This is an optimization exercise on Yosys and OpenROAD, whose aim is small area, a short achievable clock period and few clock cycles per item, not a production implementation. In this exercise RTL edits were held to simulation tests only and were not proved equivalent to the original. Power figures rest on the tool's default switching activity, not on a simulated workload.

--- flow/design.v ---
module CRC_xor2(input a, input b, output y);
assign y = a ^ b;
endmodule
module CRC_xnor2(input a, input b, output y);
assign y = ~(a ^ b);
endmodule
module CRC(
input           clk,
input           rst_n,
input  [23:0]   Din,
input           valid,
input  [15:0]   size,
output [14:0]   checksum,
output          done
);
reg busy;              
wire en;               
wire [17:0] bn;        
reg  [17:0] b;         
always @(posedge clk or negedge rst_n)
 if (~rst_n) busy <= 1'b0;
 else busy <= ~busy & valid;
always @(posedge clk) b <= bn;
assign en = ~(size[1] & ~size[0]);
wire t24, t25, t26, t27, t28, t29, t30, t31, t32, t33, t34, t35, t36, t37, t38, t39, t40, t41, t42, t43, t44, t45, t46, t47, t48, t49, t50, t51, t52, t53, t54, t55, t56, t57, t58, t59, t60, t61, t62, t63, t64, t65, t66, t67, t68, t69, t70, t71, t72, t73, t74, t75, t76, t77, t78, t79, t80, t81, t82, t83, t84, t85, t86, t87, t88, t89, t90, t91, t92, t93, t94, t95, t96, t97;
wire k16, k17, k18, k19, k20, k21, k22, k23, k35;    
assign k16 = ~(Din[16] & en);
assign k17 = ~(Din[17] & en);
assign k18 = ~(Din[18] & en);
assign k19 = ~(Din[19] & en);
assign k20 = ~(Din[20] & en);
assign k21 = ~(Din[21] & en);
assign k22 = ~(Din[22] & en);
assign k23 = ~(Din[23] & en);
assign k35 = ~(t35 & en);
CRC_xor2 u24 (.a(Din[1]), .b(Din[10]), .y(t24));
CRC_xnor2 u25 (.a(Din[6]), .b(k19), .y(t25));
CRC_xnor2 u26 (.a(Din[11]), .b(k22), .y(t26));
CRC_xnor2 u27 (.a(Din[8]), .b(k17), .y(t27));
CRC_xor2 u28 (.a(Din[9]), .b(Din[14]), .y(t28));
CRC_xnor2 u29 (.a(Din[0]), .b(k21), .y(t29));
CRC_xor2 u30 (.a(Din[5]), .b(Din[15]), .y(t30));
CRC_xnor2 u31 (.a(Din[4]), .b(k21), .y(t31));
CRC_xnor2 u32 (.a(Din[13]), .b(k23), .y(t32));
CRC_xor2 u33 (.a(Din[3]), .b(Din[8]), .y(t33));
CRC_xor2 u34 (.a(Din[12]), .b(Din[14]), .y(t34));
CRC_xor2 u35 (.a(Din[18]), .b(Din[20]), .y(t35));
CRC_xnor2 u36 (.a(Din[4]), .b(k17), .y(t36));
CRC_xor2 u37 (.a(Din[7]), .b(Din[12]), .y(t37));
CRC_xnor2 u38 (.a(Din[2]), .b(k18), .y(t38));
CRC_xnor2 u39 (.a(Din[11]), .b(k21), .y(t39));
CRC_xnor2 u40 (.a(Din[6]), .b(k16), .y(t40));
CRC_xnor2 u41 (.a(k23), .b(t26), .y(t41));
CRC_xor2 u42 (.a(t28), .b(t32), .y(t42));
CRC_xor2 u43 (.a(t24), .b(t27), .y(t43));
CRC_xor2 u44 (.a(Din[0]), .b(Din[2]), .y(t44));
CRC_xnor2 u45 (.a(Din[3]), .b(k20), .y(t45));
CRC_xor2 u46 (.a(t28), .b(t44), .y(t46));
CRC_xor2 u47 (.a(t45), .b(t36), .y(t47));
CRC_xor2 u48 (.a(t46), .b(t47), .y(t48));
CRC_xnor2 u49 (.a(Din[12]), .b(k22), .y(t49));
CRC_xor2 u50 (.a(t31), .b(t49), .y(t50));
CRC_xor2 u51 (.a(t50), .b(t42), .y(t51));
CRC_xor2 u52 (.a(t34), .b(t25), .y(t52));
CRC_xor2 u53 (.a(t38), .b(t52), .y(t53));
CRC_xor2 u54 (.a(t39), .b(t42), .y(t54));
CRC_xor2 u55 (.a(t24), .b(t37), .y(t55));
CRC_xor2 u56 (.a(t39), .b(t25), .y(t56));
CRC_xor2 u57 (.a(t55), .b(t56), .y(t57));
CRC_xnor2 u58 (.a(Din[5]), .b(k35), .y(t58));
CRC_xor2 u59 (.a(t58), .b(t41), .y(t59));
CRC_xor2 u60 (.a(Din[13]), .b(Din[2]), .y(t60));
CRC_xnor2 u61 (.a(Din[1]), .b(k19), .y(t61));
CRC_xor2 u62 (.a(t60), .b(t26), .y(t62));
CRC_xor2 u63 (.a(t61), .b(t62), .y(t63));
CRC_xor2 u64 (.a(Din[9]), .b(t25), .y(t64));
CRC_xor2 u65 (.a(t29), .b(t36), .y(t65));
CRC_xor2 u66 (.a(t65), .b(t64), .y(t66));
CRC_xor2 u67 (.a(Din[3]), .b(t29), .y(t67));
CRC_xor2 u68 (.a(t43), .b(t67), .y(t68));
CRC_xor2 u69 (.a(Din[13]), .b(Din[9]), .y(t69));
CRC_xor2 u70 (.a(Din[0]), .b(t69), .y(t70));
CRC_xnor2 u71 (.a(t24), .b(k35), .y(t71));
CRC_xor2 u72 (.a(t70), .b(t71), .y(t72));
CRC_xor2 u73 (.a(Din[11]), .b(Din[2]), .y(t73));
CRC_xnor2 u74 (.a(Din[5]), .b(k16), .y(t74));
CRC_xor2 u75 (.a(t73), .b(t33), .y(t75));
CRC_xor2 u76 (.a(t25), .b(t74), .y(t76));
CRC_xor2 u77 (.a(t75), .b(t76), .y(t77));
CRC_xor2 u78 (.a(Din[12]), .b(t43), .y(t78));
CRC_xor2 u79 (.a(Din[15]), .b(Din[4]), .y(t79));
CRC_xnor2 u80 (.a(k22), .b(t79), .y(t80));
CRC_xor2 u81 (.a(t27), .b(t40), .y(t81));
CRC_xor2 u82 (.a(t80), .b(t81), .y(t82));
CRC_xnor2 u83 (.a(k23), .b(t30), .y(t83));
CRC_xor2 u84 (.a(t29), .b(t83), .y(t84));
CRC_xor2 u85 (.a(Din[10]), .b(Din[8]), .y(t85));
CRC_xor2 u86 (.a(Din[15]), .b(t34), .y(t86));
CRC_xor2 u87 (.a(t85), .b(t86), .y(t87));
CRC_xor2 u88 (.a(t24), .b(t30), .y(t88));
CRC_xor2 u89 (.a(t31), .b(t38), .y(t89));
CRC_xor2 u90 (.a(t88), .b(t89), .y(t90));
CRC_xnor2 u91 (.a(Din[13]), .b(k20), .y(t91));
CRC_xor2 u92 (.a(t33), .b(t37), .y(t92));
CRC_xor2 u93 (.a(t26), .b(t91), .y(t93));
CRC_xor2 u94 (.a(t92), .b(t93), .y(t94));
CRC_xor2 u95 (.a(Din[7]), .b(Din[10]), .y(t95));
CRC_xor2 u96 (.a(t95), .b(t40), .y(t96));
CRC_xor2 u97 (.a(t96), .b(t41), .y(t97));
assign bn[0] = t48;
assign bn[1] = t51;
assign bn[2] = t53;
assign bn[3] = t54;
assign bn[4] = t57;
assign bn[5] = t59;
assign bn[6] = t63;
assign bn[7] = t66;
assign bn[8] = t68;
assign bn[9] = t72;
assign bn[10] = t77;
assign bn[11] = t78;
assign bn[12] = t82;
assign bn[13] = t84;
assign bn[14] = t87;
assign bn[15] = t90;
assign bn[16] = t94;
assign bn[17] = t97;
CRC_xor2 o6 (.a(b[3]), .b(b[2]), .y(checksum[6]));
CRC_xor2 o0 (.a(b[4]), .b(b[0]), .y(checksum[0]));
CRC_xor2 o9 (.a(b[5]), .b(b[4]), .y(checksum[9]));
CRC_xor2 o7 (.a(b[6]), .b(b[7]), .y(checksum[7]));
CRC_xor2 o8 (.a(b[7]), .b(b[5]), .y(checksum[8]));
CRC_xor2 o10 (.a(b[8]), .b(b[1]), .y(checksum[10]));
CRC_xor2 o14 (.a(b[9]), .b(b[10]), .y(checksum[14]));
CRC_xor2 o2 (.a(b[10]), .b(b[1]), .y(checksum[2]));
CRC_xor2 o5 (.a(b[11]), .b(b[5]), .y(checksum[5]));
CRC_xor2 o13 (.a(b[12]), .b(b[16]), .y(checksum[13]));
CRC_xor2 o3 (.a(b[13]), .b(b[6]), .y(checksum[3]));
CRC_xor2 o12 (.a(b[14]), .b(b[10]), .y(checksum[12]));
CRC_xor2 o11 (.a(b[15]), .b(b[3]), .y(checksum[11]));
CRC_xor2 o1 (.a(b[16]), .b(b[15]), .y(checksum[1]));
CRC_xor2 o4 (.a(b[17]), .b(b[7]), .y(checksum[4]));
assign done = busy;
endmodule
--- flow/flow/run.sh ---
#!/bin/bash
# The standard layout, with the port buffers made from the smallest plain buffer
# (buf_1) instead of the cell buffer_ports picks by itself (clkdlybuf4s50_1).
set -euo pipefail
bash standard.sh finish 'BUFFER_PORTS_ARGS=-buffer_cell sky130_fd_sc_hd__buf_1' > standard_flow.log 2>&1
--- flow/standard.sh ---
#!/bin/bash
# synth_recipe.tcl (not shown) runs the flow's synth.tcl, then flattens the netlist and writes it again
# the make line also repeats each setting of config.mk as NAME=value (left out here)
make -C /OpenROAD-flow-scripts/flow DESIGN_CONFIG=/design/flow/config.mk WORK_HOME=/design/flow/orfs CLKGATE_MAP_FILE= SYNTH_SCRIPT=/design/flow/synth_recipe.tcl "${@:-finish}"
--- flow/config.mk ---
export PLATFORM = sky130hd
export DESIGN_NAME = CRC
export DESIGN_NICKNAME = CRC
export VERILOG_FILES = /design/flow/design.v
export SDC_FILE = /design/flow/constraint.sdc
export NUM_CORES = 4
export LEC_CHECK = 0
export CAP_MARGIN = 20
export CORE_AREA = 2.5 2.5 65.5 65.5
export CTS_BUF_LIST = sky130_fd_sc_hd__clkbuf_4
export DIE_AREA = 0 0 68 68
export SLEW_MARGIN = 20
export SYNTH_HIERARCHICAL = 1
export SYNTH_MINIMUM_KEEP_SIZE = 0
--- flow/constraint.sdc ---
create_clock -name core_clock -period 5.5 [get_ports {clk}]
set_input_delay 1.1000 -clock core_clock [delete_from_list [all_inputs] [get_ports {clk}]]
set_output_delay 1.1000 -clock core_clock [all_outputs]
set_load 0.01 [all_outputs]
==> summary.txt <==
==> cells in the mapped netlist <==
cell type	instances	area, um^2
sky130_fd_sc_hd__buf_6	1	11.3
sky130_fd_sc_hd__dfrtp_1	1	25.0
sky130_fd_sc_hd__dfxtp_1	18	360
sky130_fd_sc_hd__nand2_1	9	33.8
sky130_fd_sc_hd__nand2b_4	1	13.8
sky130_fd_sc_hd__nor2b_1	1	6.26
sky130_fd_sc_hd__xnor2_1	20	175
sky130_fd_sc_hd__xor2_1	69	604
==> layout make-up <==
| type | count | area, um^2 |
|---|---|---|
| tap | 50 | 62.6 |
| timing repair buffer | 44 | 165 |
| sequential | 19 | 385 |
| clock buffer | 4 | 30.0 |
| fill | 413 | 2440 |
| multi-input combinational | 100 | 833 |
==> modules after synthesis (local to each module, per instance) <==
module     copies in the design  area, um^2  flops+latches  cells inside
CRC_xnor2                    20        8.76              0             1
CRC_xor2                     69        8.76              0             1
CRC                           1         450             19            31
==> layer usage <==
layer / wire [um] / GRT usage / vias to the layer above
met5: 0 / 0 / -
met4: 68 / 0.0750 / 0
met3: 162 / 0.00987 / 5
met2: 1010 / 0.160 / 31
met1: 1040 / 0.135 / 344
li1: - / - / 455
==> flip-flops by register name (all words and copies together), names as in the netlist <==
signal / count
b: 18
busy: 1
==> power breakdown <==
group / switching, mW / internal (mW) / total, mW
sequential: 0.0348 / 0.190 / 0.225
clock: 0.0398 / 0.0332 / 0.0730
combinational: 0.158 / 0.117 / 0.275
total: 0.233 / 0.341 / 0.573
==> cell families after synthesis <==
family / synth area share
XOR/XNOR: 0.634
flip-flops: 0.313
AND/OR/NAND/NOR: 0.0437
buffers and inverters: 0.00915
==> final timing paths <==
path                         start     to  slack, ns  cells past startpoint
max                        size[0]  b[10]       3.37                      6
min                           busy   busy       0.43                      1
max reg2reg                   busy   busy       4.95                      1
min reg2reg                   busy   busy       0.43                      1
max in group asynchronous    rst_n   busy       4.86                      1
min in group asynchronous    rst_n   busy       0.54                      1
==> impl_metrics.prom <==
# TYPE chip_impl_metric gauge
chip_impl_metric{name="post_cts_buffers",unit=""} 0
chip_impl_metric{name="route.vias.total",unit=""} 835
chip_impl_metric{name="worstPathMaxFanout",unit=""} 9
chip_impl_metric{name="area_growth_syn_to_layout",unit="%"} 20.0
chip_impl_metric{name="grt_pass1_wl",unit="um"} 3470
chip_impl_metric{name="postSynthAreaPerCell",unit="um^2"} 10.2
chip_impl_metric{name="path_clk_slew",unit="ns"} 0.10
chip_impl_metric{name="ys_seq_area_frac",unit=""} 0.313
chip_impl_metric{name="synth-warning-count",unit=""} 7
chip_impl_metric{name="stdcell_count",unit=""} 217
chip_impl_metric{name="std_cell_rows",unit=""} 23
chip_impl_metric{name="min_period",unit="ns"} 2.13
chip_impl_metric{name="antenna_left",unit=""} 0
chip_impl_metric{name="layout_setup_ws",unit="ns"} 3.37
chip_impl_info{name="timing.critical_path.from_type",value="input pin"} 1
chip_impl_info{name="worst-setup-path-type",value="input pin to register"} 1
chip_impl_metric{name="place_inst",unit=""} 213
chip_impl_metric{name="setup-violations-final",unit=""} 0
chip_impl_metric{name="post_synthesis_register_bit_count",unit=""} 19
chip_impl_metric{name="post-dp-hpwl",unit="um"} 2050
chip_impl_metric{name="total_power_of_the_final_layout",unit="uW"} 573
chip_impl_metric{name="via_count_of_the_first_global_routing_pass",unit=""} 773
chip_impl_metric{name="maxcap_violations",unit=""} 0
chip_impl_metric{name="synth.lib_cells_used.distinct",unit=""} 8
chip_impl_info{name="layout_commonest_cell",value="sky130_fd_sc_hd__xor2_1"} 1
chip_impl_metric{name="routedWlPerCell",unit="um"} 10.5
chip_impl_metric{name="initial_core_util",unit=""} 0.314
chip_impl_metric{name="final_hold_viol_count",unit=""} 0
chip_impl_info{name="hp-class",value="register to register"} 1
chip_impl_metric{name="die_area",unit="mm^2"} 0.00462
chip_impl_metric{name="max-slew-margin-rel",unit=""} 0.617
chip_impl_metric{name="clock_skews",unit="ns"} 0
chip_impl_info{name="crit_chain",value="buf_1 > nand2b_4 > nand2_1 > xnor2_1 > xor2_1 > xor2_1"} 1
chip_impl_metric{name="ir_drop",unit="mV"} 0.0792
chip_impl_metric{name="utilization",unit=""} 0.377
chip_impl_metric{name="place.port_buffers",unit=""} 44
chip_impl_metric{name="crit_required",unit="ns"} 5.68
chip_impl_metric{name="clock-sinks",unit=""} 19
chip_impl_metric{name="setup_slack_placement",unit="ns"} 3.06
chip_impl_metric{name="dr.first_iter.drc_count",unit=""} 11
chip_impl_metric{name="layout_net_count",unit=""} 211
chip_impl_metric{name="die_h",unit="um"} 68
chip_impl_metric{name="number_of_top_level_pins",unit=""} 59
chip_impl_metric{name="grt_util_all_layers",unit=""} 0.104
chip_impl_metric{name="drc_errors",unit=""} 0
chip_impl_metric{name="antenna_cells_inserted",unit=""} 0
chip_impl_info{name="critical_path.endpoint_type",value="register"} 1
chip_impl_metric{name="cp_slowest_stage_delay",unit="ns"} 0.50
chip_impl_info{name="mostFrequentLayoutCells",value="69 x sky130_fd_sc_hd__xor2_1, 44 x sky130_fd_sc_hd__buf_1, 20 x sky130_fd_sc_hd__xnor2_1"} 1
chip_impl_info{name="ctsRootBufferMaster",value="sky130_fd_sc_hd__clkbuf_4"} 1
chip_impl_metric{name="cts.htree.levels",unit=""} 1
chip_impl_metric{name="tritoncts.num_buffers",unit=""} 3
chip_impl_metric{name="fin_tns_setup",unit="ns"} 0
chip_impl_metric{name="grt_max_degree",unit=""} 11
chip_impl_metric{name="gp_congestion",unit=""} 0.810
chip_impl_info{name="critical_path.top_delay_family",value="XOR/XNOR gates"} 1
chip_impl_metric{name="final_min_period_over_clock_period",unit=""} 0.388
chip_impl_metric{name="syn_inst",unit=""} 120
chip_impl_info{name="worst_path_most_repeated_cell",value="sky130_fd_sc_hd__xor2_1"} 1
chip_impl_metric{name="die_x",unit="um"} 68
chip_impl_metric{name="max_clock_freq",unit="GHz"} 0.469
chip_impl_metric{name="fp.coreArea",unit="mm^2"} 0.00391
chip_impl_metric{name="number_of_antenna_violations_at_the_first_check_in_global_routing",unit=""} 0
chip_impl_metric{name="leakage_component_of_the_power",unit="nW"} 0.613
chip_impl_metric{name="timing.critical_path.arrival",unit="ns"} 2.32
chip_impl_metric{name="grt-ovfl-total",unit=""} 0
chip_impl_metric{name="synth.cell_area",unit="mm^2"} 0.00123
chip_impl_metric{name="post_cts_resize_count",unit=""} 0
chip_impl_metric{name="timing.hold.ws",unit="ns"} 0.429
chip_impl_metric{name="detailed_router_iteration_count_before_antenna_repair",unit=""} 4
chip_impl_info{name="status",value="timing/DRC/antenna clean"} 1
chip_impl_metric{name="post_cts_hold_fix_bufs",unit=""} 0
chip_impl_metric{name="insertion_delay",unit="ns"} 0.30
chip_impl_metric{name="actual_slew_at_the_worst_max_slew_pin",unit="ns"} 0.571
chip_impl_metric{name="drt-vias-per-instance",unit=""} 3.85
chip_impl_metric{name="max-clock-path-buffers",unit=""} 2
chip_impl_metric{name="critical_path_buf_inv_count",unit=""} 1
chip_impl_metric{name="postRouteWirelength",unit="um"} 2280
chip_impl_metric{name="syn_nets",unit=""} 163
chip_impl_metric{name="fin_area",unit="mm^2"} 0.00148
chip_impl_metric{name="finalMaxSlewViolations",unit=""} 0
chip_impl_info{name="grt_setup_unrepaired",value="false"} 1
chip_impl_metric{name="placedInstanceArea",unit="mm^2"} 0.00145
chip_impl_metric{name="power_per_cell_area",unit="mW/mm^2"} 388
chip_impl_info{name="tritoncts",value="done"} 1
chip_impl_metric{name="drive_gt1_frac",unit=""} 0.0299
chip_impl_info{name="critPathSlowestCell",value="sky130_fd_sc_hd__xnor2_1"} 1
Testbench counts, summed over its fixed seeds: cycles 24,000, items 12,000.

what the ideal ports hide:
The results above use ideal ports. As a check the final layout listed here was re-extracted and re-timed, cells and wires unchanged.
Step 1: set_driving_cell puts a clkbuf_16 on clk and a buf_2 on each other input, an assumption about the parent block.
Step 2 times the ports against the registers' clock, not the clock port: input delays grow and output delays shrink by t, the midpoint of the rising clock arrivals with the driver on.
a / b / c = ideal ports / drivers / drivers and shift; a / b = the first two.
t, ns: 0.315
setup WS [ns]: 3.366 / 3.354 / 3.047
worst slew at a driven data input, ns: 0.03
pins driven straight from the clock port: 1
After both steps this run still meets setup and hold. The setup slack of this run moves by -0.012 ns with the drivers and by -0.319 ns with both steps.
